Context: an optimization exercise on an open-source flow, tuned for small area and a short achievable clock period. The choices shown serve that exercise and are no tape-out recipe. Where RTL was checked, it was by simulation tests only, not by an equivalence proof against the original. Power is estimated from default activity; no workload was simulated.

Design final_top, start of the top module:
module final_top (clk,reset,data1,data2,data3,data4,data5,data6,data7,data8,data9,data10,data11,data12,data13,data14,data15,data16,wr1,wr2,wr3,wr4,wr5,wr6,wr7,wr8,wr9,wr10,wr11,wr12,wr13,wr14,wr15,wr16,datao1,datao2,datao3,datao4,datao5,datao6,datao7,datao8,datao9,datao10,datao11,datao12,datao13,datao14,datao15,datao16);
clock: 11.0 ns
lec_check: 0
cap_margin: 40
core_margin: 2
core_utilization: 40
cts_cluster_diameter: 100
cts_cluster_size: 30
slew_margin: 30
synth_hierarchical: 1
standard.sh (not shown) runs the stock make flow with config.mk's settings and CLKGATE_MAP_FILE= SYNTH_SCRIPT=/design/flow/synth_recipe.tcl, a recipe that flattens the netlist after the stock synthesis.
==> flow/flow/run.sh <==
#!/bin/bash
# Standard synthesis, then the standard layout steps with a larger setup
# repair margin so that repair_timing works towards a shorter period.
set -e
cp standard.sh synth_recipe.tcl config.mk constraint.sdc flow/ 2>/dev/null || true
bash standard.sh synth > synth.log 2>&1
export SETUP_SLACK_MARGIN=${MARGIN:-7.5}
bash standard.sh finish > layout.log 2>&1
==> flow/flow/synth_recipe.tcl <==
proc synth {args} { yosys synth -nofsm -noshare {*}$args }
source $::env(SCRIPTS_DIR)/synth.tcl
# left out here: clear keep_hierarchy, flatten, clean up, hide names made inside functions, write 1_2_yosys.v
==> flow/flow/config.mk <==
export PLATFORM = sky130hd
export DESIGN_NAME = final_top
export DESIGN_NICKNAME = bench
export VERILOG_FILES = /design/flow/design.v
export SDC_FILE = /design/flow/constraint.sdc
export NUM_CORES = 4
export LEC_CHECK = 0
export CAP_MARGIN = 40
export CORE_MARGIN = 2
export CORE_UTILIZATION = 40
export CTS_CLUSTER_DIAMETER = 100
export CTS_CLUSTER_SIZE = 30
export SLEW_MARGIN = 30
export SYNTH_HIERARCHICAL = 1
==> flow/flow/constraint.sdc <==
create_clock -name core_clock -period 11.0 [get_ports {clk}]
set_input_delay 2.2000 -clock core_clock [delete_from_list [all_inputs] [get_ports {clk}]]
set_output_delay 2.2000 -clock core_clock [all_outputs]
set_load 0.01 [all_outputs]
==> flow/flow/standard.sh <==
#!/bin/bash
# The standard flow's own layout of this design, on the ORFS make targets given (by default finish). After
# finish it leaves the final layout's DEF at /design/flow/out/final.def.
set -euo pipefail
make -C /OpenROAD-flow-scripts/flow DESIGN_CONFIG=/design/flow/config.mk WORK_HOME=/design/flow/orfs CLKGATE_MAP_FILE= SYNTH_SCRIPT=/design/flow/synth_recipe.tcl CAP_MARGIN=40 CORE_MARGIN=2 CORE_UTILIZATION=40 CTS_CLUSTER_DIAMETER=100 CTS_CLUSTER_SIZE=30 SLEW_MARGIN=30 SYNTH_HIERARCHICAL=1 "${@:-finish}"
if [[ -f /design/flow/orfs/results/sky130hd/final_top/base/6_final.odb ]]; then
  : # left out here: write the final layout as DEF
fi
The starting point produced a clean layout.
Change:
--- a/flow/flow/config.mk
+++ b/flow/flow/config.mk
@@ -11,2 +10,0 @@
-export CTS_CLUSTER_DIAMETER = 100
-export CTS_CLUSTER_SIZE = 30
==> flow/flow/standard.sh (replaced) <==
#!/bin/bash
# The standard flow's own layout of this design, on the ORFS make targets given (by default finish). After
# finish it leaves the final layout's DEF at /design/flow/out/final.def.
set -euo pipefail
make -C /OpenROAD-flow-scripts/flow DESIGN_CONFIG=/design/flow/config.mk WORK_HOME=/design/flow/orfs CLKGATE_MAP_FILE= SYNTH_SCRIPT=/design/flow/synth_recipe.tcl CAP_MARGIN=40 CORE_MARGIN=2 CORE_UTILIZATION=40 SLEW_MARGIN=30 SYNTH_HIERARCHICAL=1 "${@:-finish}"
if [[ -f /design/flow/orfs/results/sky130hd/final_top/base/6_final.odb ]]; then
  : # left out here: write the final layout as DEF
fi
CTS_CLUSTER_DIAMETER = not set   (was 100)
CTS_CLUSTER_SIZE = not set   (was 30)
Utilization goes up by 1.7 points.
Hold slack degrades by 0.018 ns.
Maximum frequency is higher by about 0.9%.
Wire length came out higher by about 1%.
Global-route usage grows by 0.42 points.
Clock-buffer cell count increases by 96.
First-iteration DRC count is lower by 3.4%.
Synthesized area does not change.
Setup slack gets better by 0.038 ns.
No functional check of the RTL was part of any run of this note.

---

job 8539:
final_top, a different RTL version from the one above (not shown whole).
Size: roughly 5900 cells after synthesis, ~1100 flip-flops, ~270 I/O pins, roughly 0.045 mm2 of cells after synthesis.
clock: 11.0 ns
lec_check: 0
abc_area: 1
cap_margin: 40
core_margin: 2
core_utilization: 60
cts_cluster_diameter: 80
cts_cluster_size: 24
slew_margin: 30
synth_hierarchical: 1
==> flow/flow/run.sh <==
#!/bin/bash
# Standard synthesis, then the standard layout steps with plain buffers on
# the ports and a larger setup repair margin, so that repair_timing works
# towards a shorter period than the clock's. After global placement the
# flip-flops that drive output ports are moved next to their port buffers.
set -e
bash standard.sh synth > synth.log 2>&1
export SETUP_SLACK_MARGIN=${MARGIN:-7.5}
export BUFFER_PORTS_ARGS="-buffer_cell sky130_fd_sc_hd__buf_2"
RES=$PWD/orfs/results/$FLOW_PLATFORM/final_top/base
bash standard.sh $RES/3_3_place_gp.odb > place_gp.log 2>&1
ODB=$RES/3_3_place_gp.odb STEP=${STEP:-6000} openroad -no_init -exit flow/move_oregs.tcl > move_oregs.log 2>&1
touch $RES/3_3_place_gp.odb
bash standard.sh finish > layout.log 2>&1
==> flow/flow/move_oregs.tcl <==
# Move each flip-flop that drives an output port's buffer next to that
# buffer, so that the flip-flop's output wire is short. Detailed placement
# legalizes the moved cells afterwards.
read_db $::env(ODB)
set block [ord::get_db_block]
set moved 0
foreach bt [$block getBTerms] {
  if {[$bt getIoType] ne "OUTPUT"} { continue }
  set net [$bt getNet]
  if {$net eq "NULL"} { continue }
  set buf ""
  foreach it [$net getITerms] {
    if {[$it isOutputSignal]} { set buf [$it getInst] }
  }
  if {$buf eq ""} { continue }
  set ff ""
  foreach it [$buf getITerms] {
    if {[$it isInputSignal] && [$it getNet] ne "NULL"} {
      foreach it2 [[$it getNet] getITerms] {
        if {[$it2 isOutputSignal]} { set ff [$it2 getInst] }
      }
    }
  }
  if {$ff eq "" || ![string match "*df*" [[$ff getMaster] getName]]} { continue }
  lassign [$buf getLocation] bx by
  set bb [$bt getBBox]
  set px [$bb xMin]; set py [$bb yMin]
  # step a little from the buffer towards the core centre
  set die [$block getDieArea]
  set cx [expr {([$die xMin] + [$die xMax]) / 2}]
  set cy [expr {([$die yMin] + [$die yMax]) / 2}]
  set dx [expr {$cx - $bx}]; set dy [expr {$cy - $by}]
  set len [expr {sqrt($dx*$dx + $dy*$dy)}]
  if {$len > 0} {
    set nx [expr {int($bx + $dx / $len * $::env(STEP))}]
    set ny [expr {int($by + $dy / $len * $::env(STEP))}]
  } else { set nx $bx; set ny $by }
  $ff setLocation $nx $ny
  incr moved
}
puts "moved $moved flip-flops"
write_db $::env(ODB)
Job 8539 | status: complete | timing, DRC, antenna: pass
Relative to job 8539, the following input files were edited for job 8328:
==> flow/flow/run.sh <==
#!/bin/bash
# Standard synthesis, then the standard layout steps with plain buffers on
# the ports and a larger setup repair margin, so that repair_timing works
# towards a shorter period than the clock's.
set -e
bash standard.sh synth > synth.log 2>&1
export SETUP_SLACK_MARGIN=${MARGIN:-7.5}
export BUFFER_PORTS_ARGS="-buffer_cell sky130_fd_sc_hd__buf_2"
bash standard.sh finish > layout.log 2>&1
--- a/flow/config.mk
+++ b/flow/config.mk
@@ -13,0 +14 @@
+export PLACE_DENSITY = 0.72
removed: flow/flow/move_oregs.tcl
--- outcome ---
- Job 8328 ended up with reg2out as its type of the worst setup path; job 8539 ended up with in2reg.
- Job 8328 ended with less combinational gate power than job 8539.
- In the final reports, the cell area of job 8328 is smaller than that of job 8539.
- Between job 8328 and job 8539, setup slack at placement is higher for job 8328, job 8539 comes in under that.
- Across both runs, clock-buffer cell count was lower for job 8328 than for job 8539.
- Delta (job 8328 minus job 8539): worst-case reg-to-reg path depth went up by 2, time the worst path needs with I/O delays and setup went down by 0.015 ns.
- Changes observed in job 8328 relative to job 8539: clock share of power rose by 0.2 points; number of hold buffers added after CTS stayed essentially flat; total of fill cells in the finished design rose by 247.
--- input diff job 8328..job 4540 ---
--- a/flow/config.mk
+++ b/flow/config.mk
@@ -14 +14 @@
-export PLACE_DENSITY = 0.72
+export GPL_TIMING_DRIVEN = 0
Taking job 8328 as the reference, in job 4540 global-route usage now sits higher; layout clock buffer count now larger.
Job 4540 vs. job 8328: wire length of the first global-routing pass higher; routed via count higher; part of the total power dissipated in the clock network lower; sequential cell area share lower; count of plain and timing-repair buffers in the layout higher.
For job 4540, the end of the critical path was r[11].hi[2], unlike job 8328, where it was datao13[4].
The relative area of clock buffers and inverters in the final design of job 4540 and that of job 8328 are within noise of each other.

## separate check: timing with driven ports
How much do the figures lean on ideal ports? The routed layouts below were timed once more, with nothing changed but the port constraints.
Step 1 assumes that a clkbuf_16 drives the clock port and a buf_2 every other input.
Step 2 moves the port delays by t, midway between the first and last clock arrival at a register: inputs arrive t later, outputs are due t later. That takes back most of the time a late clock gives input paths.
Three values: ideal ports, drivers, drivers and shift; two values: the first two.
| run | t, ns | setup WS [ns] | worst hold slack (ns) | worst register clock-pin slew, ns | worst data-port slew with drivers (ns) |
|---|---|---|---|---|---|
| the first run of note 1 | 0.710 | 6.600 / 6.620 / 5.910 | 0.466 / 0.466 / 0.466 | 0.12 / 0.12 | 0.11 |
| the second run of note 1 | 0.755 | 6.638 / 6.663 / 5.908 | 0.448 / 0.448 / 0.448 | 0.07 / 0.07 | 0.11 |
| job 8539 | 0.694 | 7.506 / 7.545 / 6.851 | 0.458 / 0.458 / 0.458 | 0.10 / 0.10 | 0.09 |
| job 8328 | 0.699 | 7.521 / 7.452 / 6.907 | 0.461 / 0.461 / 0.461 | 0.10 / 0.10 | 0.08 |
| job 4540 | 0.714 | 7.507 / 7.459 / 6.845 | 0.455 / 0.455 / 0.455 | 0.10 / 0.10 | 0.11 |
After both steps every run listed still meets setup and hold. The setup slack of the second run of note 1, which loses most, moves by +0.025 ns with the drivers and by -0.730 ns with both steps.
